Source: an optimization exercise on an open RTL-to-GDS flow (aim: small area). Production flows keep margins and buffers that such runs may drop.
RTL that was checked went through simulation tests only; none was proved equivalent to the original.
No driver is modelled on the clock port, so clocking that relies on it looks cheaper here than on a real chip.
Power is estimated from default activity; no workload was simulated.

## juniper
Design uart_txrx, start of the top module:
module uart_txrx (
    input  wire        clk,        
    input  wire        rst,        
    input  wire [31:0] tx_data,    
    input  wire        tx_start,   
    input  wire        tx_retry,   
    output wire        txd,        
    output wire        tx_done,    
    input  wire        rxd,        
    output wire [31:0] rx_data,    
    output wire        rx_done,    
    output wire        rx_error    
);
Size: roughly 85 flip-flops, about 2700 um2 of cells after synthesis.
==> module UART_Tx, before the edit <==
module UART_Tx(TransmittedSerialData,DoneTx,DataIn,CLK_Baudin,RstTx,NewData,Flag_in);
	localparam size = 32;
	input [size-1:0] DataIn;
	input CLK_Baudin, RstTx, NewData;
	input Flag_in;
	output TransmittedSerialData;
	output DoneTx;
	localparam [5:0] ST_IDLE  = 6'd0;
	localparam [5:0] ST_FIRST = 6'd3;    
	reg count0, count1, count2, count3, count4, count5;
	wire [5:0] counter = {count5, count4, count3, count2, count1, count0};
	reg [36:0] ring;
	wire idle = ({counter[3], counter[2], counter[1], counter[0]} == 4'b0000);
	wire pend = ({counter[3], counter[2], counter[1], counter[0]} == 4'b0001);
	wire last = ({counter[3], counter[2], counter[1], counter[0]} == 4'b1000);
	wire inj  = ({counter[5], counter[4], counter[1], counter[0]} == 4'b0010);
	wire load = idle & NewData;
	wire Parity;
	paritygen parity1(.ip(ring[1]), .clk(CLK_Baudin), .rst(RstTx), .clr(load | pend),
	                  .hold(idle), .set(last), .setval(!Flag_in), .parity(Parity));
	reg [5:0] counter_next;
	always @* begin
		if (load | pend)
			counter_next = ST_FIRST;
		else if (idle | (last & !Flag_in))
			counter_next = ST_IDLE;
		else
			counter_next = {counter[4:0], counter[5] ^ counter[0]};
	end
	always @(posedge CLK_Baudin or posedge RstTx)
		if (RstTx) count0 <= 1'b0;
		else count0 <= counter_next[0];
	always @(posedge CLK_Baudin or posedge RstTx)
		if (RstTx) count1 <= 1'b0;
		else count1 <= counter_next[1];
	always @(posedge CLK_Baudin or posedge RstTx)
		if (RstTx) count2 <= 1'b0;
		else count2 <= counter_next[2];
	always @(posedge CLK_Baudin or posedge RstTx)
		if (RstTx) count3 <= 1'b0;
		else count3 <= counter_next[3];
	always @(posedge CLK_Baudin)
		count4 <= counter_next[4];
	always @(posedge CLK_Baudin)
		count5 <= counter_next[5];
	localparam [36:0] INV = 37'h2_AAAA_AAA8;
	wire [36:0] ring_v = ring ^ INV;    
	always @(posedge CLK_Baudin) begin
		ring[36]    <= load | ring[0];
		ring[35:34] <= ring[36:35];
		ring[33:2]  <= (load ? DataIn : ring_v[34:3]) ^ INV[33:2];
		ring[1]     <= load ? 1'b0 : inj ? Parity : ring_v[2];
		ring[0]     <= load ? 1'b1 : inj ? Parity : ring[1];
	end
	assign TransmittedSerialData = ring[0] | idle;
	assign DoneTx = idle & Parity;
endmodule
clock: 5.0 ns
lec_check: 0
cap_margin: 20
core_margin: 2
core_utilization: 70
place_density: 0.8
slew_margin: 20
standard.sh (not shown) runs the stock make flow with config.mk's settings and CLKGATE_MAP_FILE= SYNTH_SCRIPT=/design/flow/synth_recipe.tcl, a recipe that flattens the netlist after the stock synthesis.
==> flow/flow/run.sh <==
#!/bin/bash
# The standard ORFS layout (the standard.sh, standard synthesis included),
# with the capture muxes swapped for a22o cells and the rest of the logic
# remapped for area by OpenROAD's restructure (flow/pre_floorplan.tcl,
# flow/post_floorplan.tcl),
# smaller port buffers, cells sized down after placement, and a small
# hand-built two-level clock tree (flow/pre_cts.tcl). Each ORFS step logs to
# orfs/logs/; make's own output goes to flow_make.log.
set -euo pipefail
python3 flow/filt_lib.py "$FLOW_HOME/platforms/sky130hd/lib/sky130_fd_sc_hd__tt_025C_1v80.lib" \
  "$PWD/rmp.lib" > filt_lib.log 2>&1
bash standard.sh \
  "RMP_LIB=$PWD/rmp.lib" \
  "BUFFER_PORTS_ARGS=-buffer_cell sky130_fd_sc_hd__buf_1" \
  "POST_RESIZE_TCL=$PWD/flow/post_resize.tcl" \
  "PRE_FLOORPLAN_TCL=$PWD/flow/pre_floorplan.tcl" \
  "POST_FLOORPLAN_TCL=$PWD/flow/post_floorplan.tcl" \
  "PRE_CTS_TCL=$PWD/flow/pre_cts.tcl" \
  "CTS_ARGS=-clk_nets clk -sink_clustering_enable -dont_use_dummy_load -buf_list sky130_fd_sc_hd__clkbuf_8" \
  finish > flow_make.log 2>&1
Other scripts of this flow, unchanged in this note and not shown: flow/flow/filt_lib.py, flow/flow/mtree.tcl, flow/flow/post_floorplan.tcl, flow/flow/post_resize.tcl, flow/flow/pre_cts.tcl, flow/flow/pre_floorplan.tcl
The following lists how onyx was set up differently from juniper:
--- a/flow/design.v
+++ b/flow/design.v
@@ -53,19 +53,17 @@
 		if (RstTx) count3 <= 1'b0;
 		else count3 <= counter_next[3];
 	always @(posedge CLK_Baudin)
 		count4 <= counter_next[4];
 	always @(posedge CLK_Baudin)
 		count5 <= counter_next[5];
-	localparam [36:0] INV = 37'h2_AAAA_AAA8;
-	wire [36:0] ring_v = ring ^ INV;    
 	always @(posedge CLK_Baudin) begin
 		ring[36]    <= load | ring[0];
 		ring[35:34] <= ring[36:35];
-		ring[33:2]  <= (load ? DataIn : ring_v[34:3]) ^ INV[33:2];
-		ring[1]     <= load ? 1'b0 : inj ? Parity : ring_v[2];
+		ring[33:2]  <= load ? DataIn : ring[34:3];
+		ring[1]     <= load ? 1'b0 : inj ? Parity : ring[2];
 		ring[0]     <= load ? 1'b1 : inj ? Parity : ring[1];
 	end
 	assign TransmittedSerialData = ring[0] | idle;
 	assign DoneTx = idle & Parity;
 endmodule
 module UART_Rx(DataOut, DoneRx, SerialInputData, CLK_Baudin, RstRx, Flag_Rx, DoneTx);
## What came out
onyx ended with every stage complete and zero timing, DRC or antenna violations. Relative to juniper, global-route met1 utilization increased by 2.0 points in onyx. Per the comparison of onyx with juniper, buffers plus inverters on the worst setup path down 2; critical path's largest stage delay down 80 ps; relative slew slack up 5.8 points; area of the multi-input gates up 43 um2; total power up 3.5%. Share of the cycle needed by the critical path after routing ended up 9.4 points lower on onyx than on juniper. Vertical die dimension went down by a few percent going from juniper to onyx. juniper → onyx: length of routed wiring on met1 moved up; final setup slack of the worst path moved up; overall routing resource usage moved up. Comparing onyx and juniper, maximum operating frequency is higher on onyx. Summary of onyx over juniper: post-synthesis cell area -about 4.6%; final cell count -about 5.4%.
No functional check of the RTL was part of any run of this note.

* * *

## job 1654
Another version of the RTL of uart_txrx (not shown whole).
Size: ~2800 sq um of cells after synthesis.
==> module paritygen, before the edit <==
module paritygen(ip, clk, clr, parity);
	input ip, clk, clr;
	output reg parity;
	always @(posedge clk)
		parity <= !clr & (parity ^ ip);
endmodule
==> module UART_Tx, before the edit <==
module UART_Tx(TransmittedSerialData,DoneTx,DataIn,CLK_Baudin,RstTx,NewData,Flag_in);
	localparam size = 32;
	input [size-1:0] DataIn;
	input CLK_Baudin, RstTx, NewData;
	input Flag_in;
	output TransmittedSerialData;
	output reg DoneTx;
	localparam [5:0] ST_IDLE  = 6'd0;
	localparam [5:0] ST_FIRST = 6'd1;    
	localparam [5:0] ST_INJ   = 6'd18;   
	localparam [5:0] ST_LAST  = 6'd11;   
	localparam [5:0] ST_PEND  = 6'd22;   
	reg [5:0] counter;
	reg [36:0] ring;
	wire idle = (counter == ST_IDLE);
	wire pend = (counter == ST_PEND);
	wire last = (counter == ST_LAST);
	wire inj  = (counter == ST_INJ);
	wire load = idle & NewData;
	wire Parity;
	paritygen parity1(.ip(ring[1]), .clk(CLK_Baudin), .clr(idle | pend), .parity(Parity));
	always @(posedge CLK_Baudin or posedge RstTx) begin
		if (RstTx) begin
			counter <= ST_IDLE;
			DoneTx <= 1'b0;
		end else begin
			if (load | pend)
				counter <= ST_FIRST;
			else if (last & !Flag_in)
				counter <= ST_IDLE;
			else
				counter <= {counter[4:0], counter[5] ^ counter[4]};
			if (load)
				DoneTx <= 1'b0;
			else if (last)
				DoneTx <= !Flag_in;
		end
	end
	always @(posedge CLK_Baudin) begin
		ring[36]    <= load | ring[0];
		ring[35:34] <= ring[36:35];
		ring[33:2]  <= load ? DataIn : ring[34:3];
		ring[1]     <= load ? 1'b0 : inj ? Parity : ring[2];
		ring[0]     <= load ? 1'b1 : inj ? Parity : ring[1];
	end
	assign TransmittedSerialData = ring[0] | idle;
endmodule
==> module UART_Rx, before the edit <==
module UART_Rx(DataOut, DoneRx, SerialInputData, CLK_Baudin, RstRx, Flag_Rx, DoneTx);
	parameter size = 32;
	input SerialInputData;
	input CLK_Baudin, RstRx;
	input DoneTx;  
	output [size-1:0] DataOut;
	output DoneRx;
	output Flag_Rx;
	localparam [5:0] ST_IDLE  = 6'd0;
	localparam [5:0] ST_FIRST = 6'd1;
	localparam [5:0] ST_CHECK = 6'd18;
	reg [5:0] counter;
	reg [size+1:0] shift_reg;
	reg good;
	wire idle  = (counter == ST_IDLE);
	wire check = (counter == ST_CHECK);
	always @(posedge CLK_Baudin or posedge RstRx) begin
		if (RstRx) begin
			counter <= ST_IDLE;
			good <= 1'b0;
		end else begin
			if (idle)
				counter <= SerialInputData ? ST_IDLE : ST_FIRST;
			else if (check)
				counter <= ST_IDLE;
			else
				counter <= {counter[4:0], counter[5] ^ counter[4]};
			if (idle)
				good <= !SerialInputData;
			else if (!check)
				good <= good ^ SerialInputData;
		end
	end
	always @(posedge CLK_Baudin)
		shift_reg <= {SerialInputData, shift_reg[size+1:1]};
	assign DataOut = shift_reg[size-1:0];
	assign Flag_Rx = check & !good;
	assign DoneRx = idle & good;
endmodule
clock: 5.0 ns
lec_check: 0
cap_margin: 20
core_margin: 2
core_utilization: 40
place_density: 0.6
slew_margin: 20
==> flow/flow/run.sh <==
#!/bin/bash
# The standard ORFS layout (the standard.sh, standard synthesis included),
# with smaller port buffers, cells sized down after placement, and a clock
# tree without dummy loads. Each ORFS step logs to orfs/logs/; make's own
# output goes to flow_make.log.
set -euo pipefail
bash standard.sh \
  "BUFFER_PORTS_ARGS=-buffer_cell sky130_fd_sc_hd__buf_1" \
  "POST_RESIZE_TCL=$PWD/flow/post_resize.tcl" \
  "CTS_ARGS=-sink_clustering_enable -repair_clock_nets -dont_use_dummy_load -buf_list sky130_fd_sc_hd__clkbuf_8" \
  finish > flow_make.log 2>&1
==> flow/flow/post_resize.tcl <==
# After the standard placement resize: size cells down where timing allows
# (power recovery), then repair any slew or capacitance the downsizing broke.
log_cmd repair_timing -recover_power 100 -verbose
log_cmd repair_design -verbose
Relative to job 1654, the following input files were edited for job 7849:
--- a/flow/design.v
+++ b/flow/design.v
@@ -1,47 +1,45 @@
-module paritygen(ip, clk, clr, parity);
-	input ip, clk, clr;
+module paritygen(ip, clk, rst, clr, hold, set, setval, parity);
+	input ip, clk, rst, clr, hold, set, setval;
 	output reg parity;
-	always @(posedge clk)
-		parity <= !clr & (parity ^ ip);
+	always @(posedge clk or posedge rst)
+		if (rst)
+			parity <= 1'b0;
+		else if (clr)
+			parity <= 1'b0;
+		else if (set)
+			parity <= setval;
+		else if (!hold)
+			parity <= parity ^ ip;
 endmodule
 module UART_Tx(TransmittedSerialData,DoneTx,DataIn,CLK_Baudin,RstTx,NewData,Flag_in);
 	localparam size = 32;
 	input [size-1:0] DataIn;
 	input CLK_Baudin, RstTx, NewData;
 	input Flag_in;
 	output TransmittedSerialData;
-	output reg DoneTx;
+	output DoneTx;
 	localparam [5:0] ST_IDLE  = 6'd0;
 	localparam [5:0] ST_FIRST = 6'd1;    
-	localparam [5:0] ST_INJ   = 6'd18;   
-	localparam [5:0] ST_LAST  = 6'd11;   
-	localparam [5:0] ST_PEND  = 6'd22;   
 	reg [5:0] counter;
 	reg [36:0] ring;
-	wire idle = (counter == ST_IDLE);
-	wire pend = (counter == ST_PEND);
-	wire last = (counter == ST_LAST);
-	wire inj  = (counter == ST_INJ);
+	wire idle = (counter[3:0] == 4'b0000);
+	wire pend = (counter[3:0] == 4'b1000);
+	wire last = ({counter[5], counter[2:0]} == 4'b0100);
+	wire inj  = ({counter[5:3], counter[0]} == 4'b1001);
 	wire load = idle & NewData;
 	wire Parity;
-	paritygen parity1(.ip(ring[1]), .clk(CLK_Baudin), .clr(idle | pend), .parity(Parity));
+	paritygen parity1(.ip(ring[1]), .clk(CLK_Baudin), .rst(RstTx), .clr(load | pend),
+	                  .hold(idle), .set(last), .setval(!Flag_in), .parity(Parity));
 	always @(posedge CLK_Baudin or posedge RstTx) begin
-		if (RstTx) begin
+		if (RstTx)
 			counter <= ST_IDLE;
-			DoneTx <= 1'b0;
-		end else begin
-			if (load | pend)
-				counter <= ST_FIRST;
-			else if (last & !Flag_in)
-				counter <= ST_IDLE;
-			else
-				counter <= {counter[4:0], counter[5] ^ counter[4]};
-			if (load)
-				DoneTx <= 1'b0;
-			else if (last)
-				DoneTx <= !Flag_in;
-		end
+		else if (load | pend)
+			counter <= ST_FIRST;
+		else if (last & !Flag_in)
+			counter <= ST_IDLE;
+		else
+			counter <= {counter[4:0], counter[5] ^ counter[0]};
 	end
 	always @(posedge CLK_Baudin) begin
 		ring[36]    <= load | ring[0];
 		ring[35:34] <= ring[36:35];
@@ -49,8 +47,9 @@
 		ring[1]     <= load ? 1'b0 : inj ? Parity : ring[2];
 		ring[0]     <= load ? 1'b1 : inj ? Parity : ring[1];
 	end
 	assign TransmittedSerialData = ring[0] | idle;
+	assign DoneTx = idle & Parity;
 endmodule
 module UART_Rx(DataOut, DoneRx, SerialInputData, CLK_Baudin, RstRx, Flag_Rx, DoneTx);
 	parameter size = 32;
 	input SerialInputData;
@@ -60,14 +59,13 @@
 	output DoneRx;
 	output Flag_Rx;
 	localparam [5:0] ST_IDLE  = 6'd0;
 	localparam [5:0] ST_FIRST = 6'd1;
-	localparam [5:0] ST_CHECK = 6'd18;
 	reg [5:0] counter;
 	reg [size+1:0] shift_reg;
 	reg good;
-	wire idle  = (counter == ST_IDLE);
-	wire check = (counter == ST_CHECK);
+	wire idle  = (counter[2:0] == 3'b000);
+	wire check = ({counter[5:3], counter[0]} == 4'b1001);
 	always @(posedge CLK_Baudin or posedge RstRx) begin
 		if (RstRx) begin
 			counter <= ST_IDLE;
 			good <= 1'b0;
@@ -76,9 +74,9 @@
 				counter <= SerialInputData ? ST_IDLE : ST_FIRST;
 			else if (check)
 				counter <= ST_IDLE;
 			else
-				counter <= {counter[4:0], counter[5] ^ counter[4]};
+				counter <= {counter[4:0], counter[5] ^ counter[0]};
 			if (idle)
 				good <= !SerialInputData;
 			else if (!check)
 				good <= good ^ SerialInputData;
## What came out
Comparing job 1654 with job 7849, the clock network power consumption came out essentially unchanged.
Looking at static leakage power, job 7849 sits below job 1654.
Taking job 1654 as the reference, in job 7849 total routing resource utilization after global routing went down by 0.24 points; post-layout minimum cycle time fell by 0.26 ns.
Relative to job 1654, the fraction of power consumed by the clock network of job 7849 is lower by 1.1 points.
Taking job 1654 as the reference, in job 7849 worst path setup slack after routing now larger; final worst clock skew now larger; initial DRC count now smaller.
Against job 1654 as the reference, job 7849 delivers a higher sequential power.

port drivers added, routing unchanged:
The flow's constraints put no driver on any port. The routed layouts listed below were extracted and timed again, unchanged, in two steps.
Step 1, drivers: a clkbuf_16 drives clk and a buf_2 each remaining input, both assumed.
Step 2 times the ports against the registers' clock, not the clock port: input delays grow and output delays shrink by t, the midpoint of the rising clock arrivals with the driver on.
a / b / c = ideal ports / drivers / drivers and shift; a / b = the first two.
| run | t, ns | setup WS [ns] | hold WS [ns] | worst slew at a driven data input, ns |
|---|---|---|---|---|
| juniper | 0.469 | 1.546 / 1.546 / 1.421 | 0.340 / 0.340 / 0.340 | 0.04 |
| onyx | 0.460 | 2.017 / 1.992 / 2.053 | 0.338 / 0.338 / 0.338 | 0.05 |
| job 1654 | 0.354 | 2.183 / 2.154 / 2.508 | 0.317 / 0.317 / 0.317 | 0.05 |
| job 7849 | 0.360 | 2.441 / 2.413 / 2.505 | 0.322 / 0.322 / 0.322 | 0.04 |
After both steps setup and hold are still met in every run listed. The setup slack of juniper, which loses most, moves by 0.000 ns with the drivers and by -0.125 ns with both steps.
